This is an optimization exercise on Yosys and OpenROAD, whose aim is a short achievable clock period and few clock cycles, not a production implementation.
RTL that was checked went through simulation tests only; none was proved equivalent to the original.
Power is estimated from default activity; no workload was simulated.

== before ==
==> flow/design.v <==
`timescale 1ns / 1ps
module CacheController(
    rst,
    clk,
    wr,
    rd,
    data_rd,
    data_wr,
    addr_req,
    addr_resp,
    rdy,
    busy,
    wr_mem,
    rd_mem,
    busy_mem,
    data_rd_mem,
    data_wr_mem,
    addr_mem,
    cache_miss_count,
    cache_hit_count
    );
    input  rst;
    input  clk;
    input  wr;
    input  rd;
    output [31:0] data_rd;
    reg    [31:0] data_rd;
    input  [31:0] data_wr;
    input  [31:0] addr_req;
    output [31:0] addr_resp;
    reg    [31:0] addr_resp;
    output rdy;
    reg    rdy;
    output busy;
    reg    busy;
    output  wr_mem;
    output  rd_mem;
    input   busy_mem;
    input  [31:0] data_rd_mem;
    output [31:0] data_wr_mem;
    output [31:0] addr_mem;
    output [31:0] cache_miss_count;
    output [31:0] cache_hit_count;
    reg [15:0]  cache_valid;
    reg [23:0]  cache_tag [15:0];
    wire [23:0] addr_tag   = addr_req[31:8];
    wire [3:0]  addr_index = addr_req[7:4];
    wire req = wr | rd;
    assign rd_mem      = rd;
    assign wr_mem      = wr;
    assign addr_mem    = addr_req;
    assign data_wr_mem = data_wr;
    reg [15:0] line_hit;
    integer i;
    always @(*) begin
        for (i = 0; i < 16; i = i + 1)
            line_hit[i] = (addr_index == i) && cache_valid[i] && (cache_tag[i] == addr_tag);
    end
    wire hit = |line_hit;
    reg [31:0] hit_base, hit_base1, miss_base, miss_base1;
    reg [7:0]  hit_sel, miss_sel;
    wire [31:0] hit_now, miss_now;    
    genvar g;
    generate
        for (g = 0; g < 8; g = g + 1) begin : grp
            assign hit_now[4*g+3:4*g]  = hit_sel[g]  ? hit_base1[4*g+3:4*g]  : hit_base[4*g+3:4*g];
            assign miss_now[4*g+3:4*g] = miss_sel[g] ? miss_base1[4*g+3:4*g] : miss_base[4*g+3:4*g];
        end
    endgenerate
    assign cache_hit_count  = hit_now;
    assign cache_miss_count = miss_now;
    wire [7:0] hit_carry, miss_carry;
    generate
        for (g = 0; g < 8; g = g + 1) begin : cry
            if (g == 0) begin : c0
                assign hit_carry[g]  = 1'b1;
                assign miss_carry[g] = 1'b1;
            end else begin : cn
                assign hit_carry[g]  = &hit_now[4*g-1:0];
                assign miss_carry[g] = &miss_now[4*g-1:0];
            end
        end
    endgenerate
    always @(posedge clk or posedge rst) begin
        if (rst) begin
            cache_valid <= 16'h0000;
            rdy         <= 1'b0;
            busy        <= 1'b1;
            hit_sel     <= 8'h00;
            miss_sel    <= 8'h00;
            hit_base    <= 32'd0;
            hit_base1   <= 32'd1;
            miss_base   <= 32'd0;
            miss_base1  <= 32'd1;
        end else begin
            rdy        <= req;
            busy       <= busy_mem;
            hit_sel    <= (req &&  hit) ? hit_carry  : 8'h00;
            miss_sel   <= (req && !hit) ? miss_carry : 8'h00;
            hit_base   <= hit_now;
            hit_base1  <= hit_now + 32'd1;
            miss_base  <= miss_now;
            miss_base1 <= miss_now + 32'd1;
            if (req)
                cache_valid[addr_index] <= 1'b1;
        end
    end
    always @(posedge clk) begin
        if (req)
            cache_tag[addr_index] <= addr_tag;
    end
    always @(posedge clk or posedge rst) begin
        if (rst) begin
            addr_resp <= 32'h00000000;
            data_rd   <= 32'h00000000;
        end else begin
            addr_resp <= addr_req;
            data_rd   <= data_rd_mem;
        end
    end
endmodule
==> flow/config.mk <==
export PLATFORM = sky130hd
export DESIGN_NAME = CacheController
export DESIGN_NICKNAME = CacheController
export VERILOG_FILES = /design/flow/design.v
export SDC_FILE = /design/flow/constraint.sdc
export NUM_CORES = 4
export LEC_CHECK = 0
export ABC_CLOCK_PERIOD_IN_PS = 2000
export CAP_MARGIN = 20
export CORE_MARGIN = 2
export CORE_UTILIZATION = 45
export CTS_CLUSTER_DIAMETER = 80
export CTS_CLUSTER_SIZE = 40
export PLACE_DENSITY = 0.6
export SETUP_SLACK_MARGIN = 3.2
export SLEW_MARGIN = 20
==> flow/constraint.sdc <==
create_clock -name core_clock -period 5.5 [get_ports {clk}]
set_input_delay 1.1000 -clock core_clock [delete_from_list [all_inputs] [get_ports {clk}]]
set_output_delay 1.1000 -clock core_clock [all_outputs]
set_load 0.01 [all_outputs]
run.sh (not shown) runs the stock make flow with config.mk's settings and CLKGATE_MAP_FILE= SYNTH_SCRIPT=/design/flow/synth_recipe.tcl, a recipe that flattens the netlist after the stock synthesis.
Testbench counts of before, summed over its fixed seeds: cycles 16,008.
> inputs changed (before -> after)
--- a/flow/design.v
+++ b/flow/design.v
@@ -53,15 +53,20 @@
     reg [15:0] line_hit;
     integer i;
     always @(*) begin
         for (i = 0; i < 16; i = i + 1)
             line_hit[i] = (addr_index == i) && cache_valid[i] && (cache_tag[i] == addr_tag);
     end
-    wire hit = |line_hit;
+    wire hit_lo  = |line_hit[7:0];
+    wire hit_hi  = |line_hit[15:8];
+    wire miss_lo = !addr_index[3] && !hit_lo;
+    wire miss_hi =  addr_index[3] && !hit_hi;
     reg [31:0] hit_base, hit_base1, miss_base, miss_base1;
-    reg [7:0]  hit_sel, miss_sel;
+    reg [7:0]  hit_sel_lo, hit_sel_hi, miss_sel_lo, miss_sel_hi;
+    wire [7:0] hit_sel  = hit_sel_lo  | hit_sel_hi;
+    wire [7:0] miss_sel = miss_sel_lo | miss_sel_hi;
     wire [31:0] hit_now, miss_now;    
     genvar g;
     generate
         for (g = 0; g < 8; g = g + 1) begin : grp
             assign hit_now[4*g+3:4*g]  = hit_sel[g]  ? hit_base1[4*g+3:4*g]  : hit_base[4*g+3:4*g];
             assign miss_now[4*g+3:4*g] = miss_sel[g] ? miss_base1[4*g+3:4*g] : miss_base[4*g+3:4*g];
@@ -83,23 +88,27 @@
     endgenerate
     always @(posedge clk or posedge rst) begin
         if (rst) begin
             cache_valid <= 16'h0000;
             rdy         <= 1'b0;
             busy        <= 1'b1;
-            hit_sel     <= 8'h00;
-            miss_sel    <= 8'h00;
+            hit_sel_lo  <= 8'h00;
+            hit_sel_hi  <= 8'h00;
+            miss_sel_lo <= 8'h00;
+            miss_sel_hi <= 8'h00;
             hit_base    <= 32'd0;
             hit_base1   <= 32'd1;
             miss_base   <= 32'd0;
             miss_base1  <= 32'd1;
         end else begin
             rdy        <= req;
             busy       <= busy_mem;
-            hit_sel    <= (req &&  hit) ? hit_carry  : 8'h00;
-            miss_sel   <= (req && !hit) ? miss_carry : 8'h00;
+            hit_sel_lo  <= (req && hit_lo)  ? hit_carry  : 8'h00;
+            hit_sel_hi  <= (req && hit_hi)  ? hit_carry  : 8'h00;
+            miss_sel_lo <= (req && miss_lo) ? miss_carry : 8'h00;
+            miss_sel_hi <= (req && miss_hi) ? miss_carry : 8'h00;
             hit_base   <= hit_now;
             hit_base1  <= hit_now + 32'd1;
             miss_base  <= miss_now;
             miss_base1 <= miss_now + 32'd1;
             if (req)
                 cache_valid[addr_index] <= 1'b1;
Results
Global-route wire length before repair (lower): before. Going from before to after, static leakage power grew by a few percent. Relative to before, maximum fanout encountered on the critical timing path has gone up in after. Between before and after, the multi-input combinational cell count is higher for after. after has cell depth of the worst setup path above what before had.
The RTL of after was laid out without a check of its function.

==> port drivers added, routing unchanged <==
In the flow no input, the clock included, has a driving cell. The finished layouts below were timed again as built, in two steps.
Step 1 assumes that a clkbuf_16 drives the clock port and a buf_2 every other input.
Step 2 adds t to the input delays and takes it off the output delays; t is the mean of the earliest and latest rising clock arrival at the registers after step 1. Input paths then give back, and output paths get back, about the clock's delay inside the block.
Three values: ideal, step 1, step 2; two values: the first two.
| run | shift t [ns] | slack for setup (ns) | worst setup path after step 2 | slew at the worst register clock pin (ns) | cell pins on the clock port's net |
|---|---|---|---|---|---|
| before | 0.634 | 2.789 / 2.727 / 2.180 | input to register | 0.11 / 0.11 | 1 |
| after | 0.639 | 2.578 / 2.517 / 2.262 | input to register | 0.11 / 0.11 | 1 |
After both steps every run listed still meets setup and hold. For before, which loses most, drivers alone change the setup slack by -0.062 ns; drivers and shift together by -0.609 ns.
